This is an optimization exercise on Yosys and OpenROAD, whose aim is small area, a short achievable clock period and few clock cycles, not a production implementation. No functional check of the RTL was part of any run shown here.

==> flow/design.v, too long to show whole: its modules and the start of the top module <==
// module MTX_MUL: 365 lines
// module MTX_FA: 6 lines
// module MTX_XNOR: 5 lines
// module MTX_OR: 5 lines
module MTX_MUL( MP, ready, m1, m2, load, clk );
  // ...
==> flow/flow/run.sh <==
#!/bin/bash
# The standard layout (standard.sh), with three changes: ports are buffered with
# buf_1 instead of the default buffer; CTS uses clkbuf_8 sink clusters without
# dummy loads; and timing repair aims at 5.15 ns of setup slack (a 3.85 ns period),
# the clock itself staying at the design's period.
# make's output goes to flow.log here; each ORFS step also keeps its own log
# under orfs/logs/.
set -euo pipefail
bash standard.sh \
  "BUFFER_PORTS_ARGS=-buffer_cell sky130_fd_sc_hd__buf_1" \
  "CTS_ARGS=-sink_clustering_enable -repair_clock_nets -sink_clustering_size 20 -sink_clustering_max_diameter 50 -buf_list sky130_fd_sc_hd__clkbuf_8 -dont_use_dummy_load" \
  SETUP_SLACK_MARGIN=5.15 \
  finish > flow.log 2>&1
==> flow/standard.sh <==
#!/bin/bash
# synth_recipe.tcl (not shown) runs the flow's synth.tcl, then flattens the netlist and writes it again
# the make line also repeats each setting of config.mk as NAME=value (left out here)
make -C /OpenROAD-flow-scripts/flow DESIGN_CONFIG=/design/flow/config.mk WORK_HOME=/design/flow/orfs CLKGATE_MAP_FILE= SYNTH_SCRIPT=/design/flow/synth_recipe.tcl "${@:-finish}"
==> flow/config.mk <==
export PLATFORM = sky130hd
export DESIGN_NAME = MTX_MUL
export DESIGN_NICKNAME = MTX_MUL
export VERILOG_FILES = /design/flow/design.v
export SDC_FILE = /design/flow/constraint.sdc
export NUM_CORES = 4
export LEC_CHECK = 0
export ABC_CLOCK_PERIOD_IN_PS = 4000
export CAP_MARGIN = 20
export CORE_MARGIN = 2
export CORE_UTILIZATION = 75
export CTS_BUF_LIST = sky130_fd_sc_hd__clkbuf_8
export CTS_CLUSTER_DIAMETER = 50
export CTS_CLUSTER_SIZE = 20
export SETUP_SLACK_MARGIN = 5.0
export SLEW_MARGIN = 20
export SYNTH_HIERARCHICAL = 1
export SYNTH_MINIMUM_KEEP_SIZE = 0
==> flow/constraint.sdc <==
create_clock -name core_clock -period 9.0 [get_ports {clk}]
set_input_delay 1.8000 -clock core_clock [delete_from_list [all_inputs] [get_ports {clk}]]
set_output_delay 1.8000 -clock core_clock [all_outputs]
set_load 0.01 [all_outputs]
==> metrics.cfg, run 1 <==
[status]
status = no timing/DRC/antenna violations

[detailed_routing]
ant_nets = 0
vias_per_cell = 5.61
wl_met3_mm = 1.40
drc_errors = 0

[yosys]
synth.mux.area_fraction = 0.0251
async_reset_ff_frac = 0
synth_edf_count = 32
synth_nets = 1328
yosys.area_share.xor_xnor = 0.0140
synthTopCellsByArea = dfxtp_1 (43%), fa_1 (32%), nand2_1 (6.9%)

[layout]
largest-register = a
multi_input_area_share = 0.461

[floorplan]
rows = 50
io_pins = 37
dieWidth_um = 142

[worst_setup_path]
worstPathCellList = buf_12 > nor2_4 > buf_6
critPathLaunch = load
cp-start-kind = input port
cp.arrival_ns = 2.10
cp-endpoint = ready
cp_num_buf_inv = 2
cpPeakStageDelay_ns = 0.11
cp-end-kind = primary output

[sta]
hold_ws_ns = 0.249
slew_headroom = 0.435

[global_routing]
antenna_found_initial = 0
grt_pass1_wl_mm = 41.1
top_usage_layer = met2

[hold_path]
min_to = b1[3][1]
hold_start = b1[2][1]
hold-path-cell-count = 0
worstHoldPathType = reg -> reg

[clock_tree]
cts_setup_buffers = 1

==> run 2: changes to the inputs <==
--- a/flow/flow/run.sh
+++ b/flow/flow/run.sh
@@ -9,5 +9,5 @@
 bash standard.sh \
   "BUFFER_PORTS_ARGS=-buffer_cell sky130_fd_sc_hd__buf_1" \
   "CTS_ARGS=-sink_clustering_enable -repair_clock_nets -sink_clustering_size 20 -sink_clustering_max_diameter 50 -buf_list sky130_fd_sc_hd__clkbuf_8 -dont_use_dummy_load" \
-  SETUP_SLACK_MARGIN=5.15 \
+  SETUP_SLACK_MARGIN=5.25 \
   finish > flow.log 2>&1
==> metrics.cfg, run 2 <==
[placement]
dp_hpwl_mm = 19.1  ; was 19.2 mm
gp_congestion = 0.888  ; was 0.883
port_buffers = 36  ; unchanged

[yosys]
synth_top_area_cell = dfxtp_1  ; unchanged
yosysMostFrequentCell = dfxtp_1  ; unchanged
synth_top_area_frac = 0.429  ; unchanged
avgSynthCellArea_sq_um = 13.5  ; unchanged
synth_nets = 1328  ; unchanged
async_reset_ff_frac = 0  ; unchanged
ys_seq_elements = 340  ; unchanged
synth_edf_count = 32  ; unchanged
netlist_top_cells_count = dfxtp_1 (308), nand2_1 (264), fa_1 (231)  ; unchanged
seq_area_frac_synth = 0.496  ; unchanged
syn_area_sq_um = 14400  ; unchanged
synth.distinct_cells = 38  ; unchanged
synthCells = 1064  ; unchanged
yosysWarnings = 12  ; unchanged
synth_flop_cell = dfxtp_1  ; unchanged
synthTopCellsByArea = dfxtp_1 (43%), fa_1 (32%), nand2_1 (6.9%)  ; unchanged

[clock_tree]
cts-buffers-inserted = 26  ; was 27
clkLatencyLatePin_ns = 0.57  ; was 0.60 ns
numClockSinks = 340  ; unchanged
cts_root_buffer = clkbuf_8  ; unchanged
clock_path_buffers = 3  ; unchanged
clk_pin_slew_ns = 0.08  ; was 0.10 ns
htree_levels = 1  ; unchanged
tritoncts = yes  ; unchanged

[global_routing]
antenna_found_initial = 0  ; unchanged
grt_pass1_vias = 8185  ; was 8028
grt_pass1_wl_mm = 41.3  ; was 41.1 mm
grt_overflow = 0  ; unchanged
grt_max_degree = 21  ; unchanged
grt_usage = 0.272  ; about the same

[floorplan]
core_sq_um = 18800  ; unchanged
die_h_um = 142  ; unchanged
io_pins = 37  ; unchanged
dieWidth_um = 142  ; unchanged
initial_core_util = 0.765  ; unchanged
dieArea_sq_um = 20300  ; unchanged
rows = 50  ; unchanged

[layout]
seq_area_sq_um = 7140  ; was 7130 sq um
largest_reg_flops = 96  ; unchanged
largest-register = a  ; unchanged
syn2layout_area_growth_pct = 4.74  ; was 4.20%
final_cell_mix = dfxtp_1 (299), nand2_1 (263), fa_1 (231)  ; was dfxtp_1 (304), nand2_1 (264), fa_1 (231)
fill_cells = 1059  ; was 1089
multiInputGateArea_sq_um = 6900  ; about the same
drive_above_1_share = 0.0885  ; was 0.0743
fin_nets = 1339  ; was 1329
antenna_cells = 0  ; unchanged
final_core_util = 0.801  ; was 0.797
mostFrequentLayoutCell = dfxtp_1  ; unchanged

[detailed_routing]
ant_nets = 0  ; unchanged
vias = 7381  ; was 7272
drtIter0Drc = 543  ; was 461
drt-total-wl_mm = 25.2  ; was 25.4 mm
vias_per_cell = 5.65  ; was 5.61
drt_pass1_iterations = 5  ; unchanged
post_drt_wl_per_cell_um = 19.3  ; was 19.6 um
drc_errors = 0  ; unchanged

[sta]
max_clock_freq_mhz = 258  ; was 256 MHz
slew_headroom = 0.428  ; was 0.435
setup_viol = 0  ; unchanged
skew_ns = 0.0691  ; was 0.0811 ns
setup_tns_ns = 0  ; unchanged
period_minus_slack_ns = 3.88  ; was 3.90 ns
finalHoldViolCount = 0  ; unchanged
worst_slew_pin_slew_ns = 0.857  ; was 0.848 ns
finalCritPeriodShare = 0.431  ; was 0.434
final_max_slew_viol_count = 0  ; unchanged
rsz0062_at_grt = true  ; unchanged

[worst_setup_path]
critPathMaxFanout = 2  ; unchanged
cp_data_required_time_ns = 7.20  ; about the same
cp-end-kind = primary output  ; unchanged
cp-start-kind = input port  ; unchanged
cp.arrival_ns = 2.08  ; was 2.10 ns
worstSetupPathType = in -> out  ; unchanged

[flow_run]
max-cap-violations = 0  ; unchanged

[hold_path]
worstHoldPathType = reg -> reg  ; unchanged

[status]
status = no timing/DRC/antenna violations  ; unchanged

-- run 2: area by class of cell --
cell class / instances / area share
multi-input cells: 634 / 0.459
flip-flops and latches: 340 / 0.475
clock buffers: 26 / 0.0238
inverters: 23 / 0.00574
well taps: 234 / 0.0195
repair buffers: 50 / 0.0176
-- run 2: Yosys stat by module, one instance, submodules excluded --
module	copies in the design	flip-flops and latches	cell area, sq um	cells
MTX_OR	18	0	6.26	1
MTX_XNOR	18	0	8.76	1
MTX_FA	226	0	20.0	1
MTX_MUL	1	340	9560	802
-- run 2: critical path: stages --
cell and delay [ns]:
buf_12 0.10, nor2_4 0.07, buf_6 0.11
-- run 2: worst paths after layout --
path / slack [ns] / cells after the start / end / from
worst max-delay path: 5.12 / 3 / ready / load
worst min-delay path: 0.28 / 0 / b2[3][5] / b2[2][5]
worst max register to register: 5.33 / 7 / cs2[24] / ar2[5]
worst min register to register: 0.28 / 0 / b2[3][5] / b2[2][5]
-- run 2: what timing repair did --
item,CTS,global route
pin swaps,1,2
setup buffers,1,13
gates cloned,0,0
endpoints found under the hold margin,0,0
endpoints found under the setup margin,2,6
hold buffers,0,0
resized for setup,8,9
-- run 2: through the flow --
step | hold WS [ns] | instances | worst slack [ns] | cell area, sq um
after global placement | 0.310 | 1267 | 4.73 | 14500
after CTS | 0.280 | 1294 | 5.09 | 14900
after detailed placement | 0.312 | 1267 | 4.69 | 14500
after floorplan | 0.310 | 1064 | 5.18 | 14400
final | 0.283 | 1307 | 5.12 | 15000
after global routing | 0.280 | 1307 | 5.11 | 15000
-- run 2: logic make-up after synthesis --
kind of cell,after synthesis,share of synthesized area
adder cells (fa/ha/maj),246,0.335
XOR/XNOR,23,0.0140
flip-flops,340,0.496
AO/OA/AOI/OAI,25,0.0127
multiplexers,32,0.0251
AND/OR/NAND/NOR,308,0.0927
buffers and inverters,90,0.0238
-- run 2: per-layer routing --
layer  vias to the layer above  part of all wire  track usage
li1                       3272                 -            -
met1                      3789              0.39        0.343
met2                       251              0.51        0.467
met3                        69             0.053       0.0515
met4                         0             0.047        0.116
met5                         -                 0            0

## static timing again, ports no longer ideal
Ports are ideal in the flow. The routed layouts listed here were re-timed in OpenROAD.
Step 1, drivers: a clkbuf_16 drives clk and a buf_2 each remaining input, both assumed.
Step 2 moves the port delays by t, midway between the first and last clock arrival at a register: inputs arrive t later, outputs are due t later. That takes back most of the time a late clock gives input paths.
Slacks: ideal / step 1 / step 2; pairs: ideal / step 1.
run | t (ns) | slack for setup (ns) | worst data-port slew with drivers (ns)
run 1 | 0.599 | 5.098 / 5.049 / 5.049 | 0.06
run 2 | 0.583 | 5.118 / 5.073 / 5.073 | 0.06
After both steps every run listed still meets setup and hold. The setup slack of run 1, which loses most, moves by -0.049 ns with the drivers and by -0.049 ns with both steps.
